Source: an optimization exercise on an open RTL-to-GDS flow (aim: small area and a short achievable clock period). Production flows keep margins and buffers that such runs may drop.
The RTL was checked by simulation tests, not by an equivalence proof against the original design.
Power is estimated from default activity; no workload was simulated.

// CoreLeon
module CoreLeon (
  input rst,
  input clk,
  output error,
  output end_prog,
  input  InstrWait,
  output InstrValid,
  output InstrStall,
  output [31:0] InstrAddr,
  input  [31:0] InstrData,
  input  [31:0] mem_in,
  output [31:0] mem_out,
  output [31:0] mem_address,
  output [ 3:0] mem_mask,
  output        mem_read,
  output        mem_write,
  output        memStall,
  input         memWait,
  input [15:0]  dbg_address,
  input [31:0]  dbg_indata,
  output [31:0] dbg_outdata,
  input dbg_rd,
  input dbg_wr,
  input dbg_isvalid,
  output dbg_ready,
  input  dbg_haltreq,
  input  dbg_resumereq,
  output dbg_halted
);
For scale: ~6400 cells after synthesis, about 1400 flip-flops, ~0.074 mm2 of cells after synthesis.
clock: 13.0 ns
lec_check: 0
cap_margin: 20
core_margin: 2
core_utilization: 40
cts_buf_list: sky130_fd_sc_hd__clkbuf_16
cts_cluster_diameter: 80
cts_cluster_size: 20
setup_slack_margin: 5
slew_margin: 20
synth_hierarchical: 1
run.sh (not shown) runs the stock make flow with config.mk's settings and CLKGATE_MAP_FILE= SYNTH_SCRIPT=/design/flow/synth_recipe.tcl, a recipe that flattens the netlist after the stock synthesis.
Change:
--- a/flow/design.v
+++ b/flow/design.v
@@ -42,42 +42,44 @@
       3'd6: branch = LTU;
       3'd7: branch = ~LTU;
       default: branch = 1'b0;
     endcase
 endmodule
 module registros (
   input clk,
   input rst,
   input wr_ena,
   input [4:0] readReg1,
   input [4:0] dbgReg,
-  input useDbg,
+  input dbgValid,
+  input [3:0] dbgHi,
   input [4:0] readReg2,
   output [31:0] reg1,
   output [31:0] reg2,
   input [4:0] wr_reg,
   input [31:0] wr_data
 );
   wire [31:0] R [1:31];
   wire [31:0] sel1;
   wire [31:1] sel2;
   wire [31:0] wd_r = rst ? 32'b0 : wr_data;
+  wire useDbg = dbgValid & (dbgHi == 4'h1);
   assign sel1[0] = wr_ena & (useDbg ? (wr_reg == dbgReg) : (wr_reg == readReg1));
   genvar g, b;
   generate for (g = 1; g < 32; g = g + 1) begin : rf
     reg [31:0] q;
     wire wr = wr_ena && wr_reg == g;
     always @(posedge clk)
       if (rst || wr) q <= wd_r;
     assign R[g] = q;
-    rf_sel s1 (.a(dbgReg == g), .b(readReg1 == g), .useA(useDbg), .off(wr), .s(sel1[g]));
+    rf_sel s1 (.a(dbgReg == g), .b(readReg1 == g), .aValid(dbgValid), .aHi(dbgHi), .off(wr), .s(sel1[g]));
     assign sel2[g] = (readReg2 == g);
   end endgenerate
   generate for (b = 0; b < 32; b = b + 1) begin : rd
     wire [31:0] col;
     assign col[0] = wr_data[b];
     for (g = 1; g < 32; g = g + 1) begin : c
       assign col[g] = R[g][b];
     end
     rf_rdbit p1 (.d(col), .s(sel1), .o(reg1[b]));
     rf_rdbit2 p2 (.d(col[31:1]), .s(sel2), .o(reg2[b]));
   end endgenerate
@@ -91,26 +93,28 @@
 endmodule
 module rf_rdbit2 (
   input [31:1] d,
   input [31:1] s,
   output o
 );
   assign o = |(d & s);
 endmodule
 module rf_sel (
   input a,
   input b,
-  input useA,
+  input aValid,
+  input [3:0] aHi,
   input off,
   output s
 );
+  wire useA = aValid & (aHi == 4'h1);
   assign s = ~off & (useA ? a : b);
 endmodule
 module StoretoMEM ( 
   input [1:0] addr_LSB,  
   input [31:0] data,  
   input memWrite,  
   input [1:0] data_width,  
   output [31:0] wr_datatoMem,
   output [3:0] mask_data
 ); 
   wire [3:0] mask;
@@ -281,23 +285,23 @@
     end
   end
   wire [2:0] D_fun = D_ALUFun ? D_funct3 : 3'b0;
   wire D_sub = D_isBRANCH |
                (~D_isJALR & ((D_fun == 3'd2) | (D_fun == 3'd3) | ((D_fun == 3'd0) & D_funQual)));
   wire [31:0] D_rs1Data, E_rfrs2, Wb_rdData;
   wire [4:0] Wb_rd;
   wire Wb_RegWrite;
   registros reg32(
     .clk(clk), .rst(rst),
     .wr_ena(Wb_RegWrite),
-    .readReg1(D_rs1), .dbgReg(dbg_address[4:0]), .useDbg(dbg_sel_REG),
+    .readReg1(D_rs1), .dbgReg(dbg_address[4:0]), .dbgValid(dbg_isvalid_q), .dbgHi(dbg_address[15:12]),
     .readReg2(DE_rs2),
     .reg1(D_rs1Data), .reg2(E_rfrs2),
     .wr_reg(Wb_rd), .wr_data(Wb_rdData));
   wire D_rs1_eq_DE_rd = (D_rs1 == DE_rd);
   wire D_rs2_eq_DE_rd = (D_rs2 == DE_rd);
   wire D_E_M_fwd_rs1 = DE_RegWrite && D_rs1_eq_DE_rd;
   wire D_E_M_fwd_rs2 = DE_RegWrite && D_rs2_eq_DE_rd;
   wire D_E_W_fwd_rs1 = EM_RegWrite && (D_rs1 == EM_rd);
   wire D_E_W_fwd_rs2 = EM_RegWrite && (D_rs2 == EM_rd);
   wire [31:0] D_target = (D_isLUI ? 32'b0 : FD_pc) + D_imm;
   wire [11:0] D_imm12 = D_imm[11:0];
Final area is higher by 2.5%.
Global-route usage is higher by 0.21 points.
Worst setup slack gets better by 0.35 ns.
Wire length is higher by 3.1%.
Core utilization is higher by 0.52 points.
Sequential power is about the same.
Via count is higher by 1.7%.

static timing again, ports no longer ideal:
The flow's constraints put no driver on any port. The routed layouts listed below were extracted and timed again, unchanged, in two steps.
Step 1 assumes that a clkbuf_16 drives the clock port and a buf_2 every other input.
Step 2 adds t to the input delays and takes it off the output delays; t is the mean of the earliest and latest rising clock arrival at the registers after step 1. Input paths then give back, and output paths get back, about the clock's delay inside the block.
Three values: ideal ports, drivers, drivers and shift; two values: the first two.
| run | t (ns) | slack for setup (ns) | worst setup path at the end | latest minus earliest clock arrival (ns) |
|---|---|---|---|---|
| the first run | 0.859 | 4.349 / 4.291 / 4.060 | input to register | 0.099 / 0.099 |
| the second run | 0.857 | 4.698 / 4.651 / 4.257 | input to register | 0.062 / 0.063 |
After both steps setup and hold are still met in every run listed. The setup slack of the second run, which loses most, moves by -0.047 ns with the drivers and by -0.441 ns with both steps.
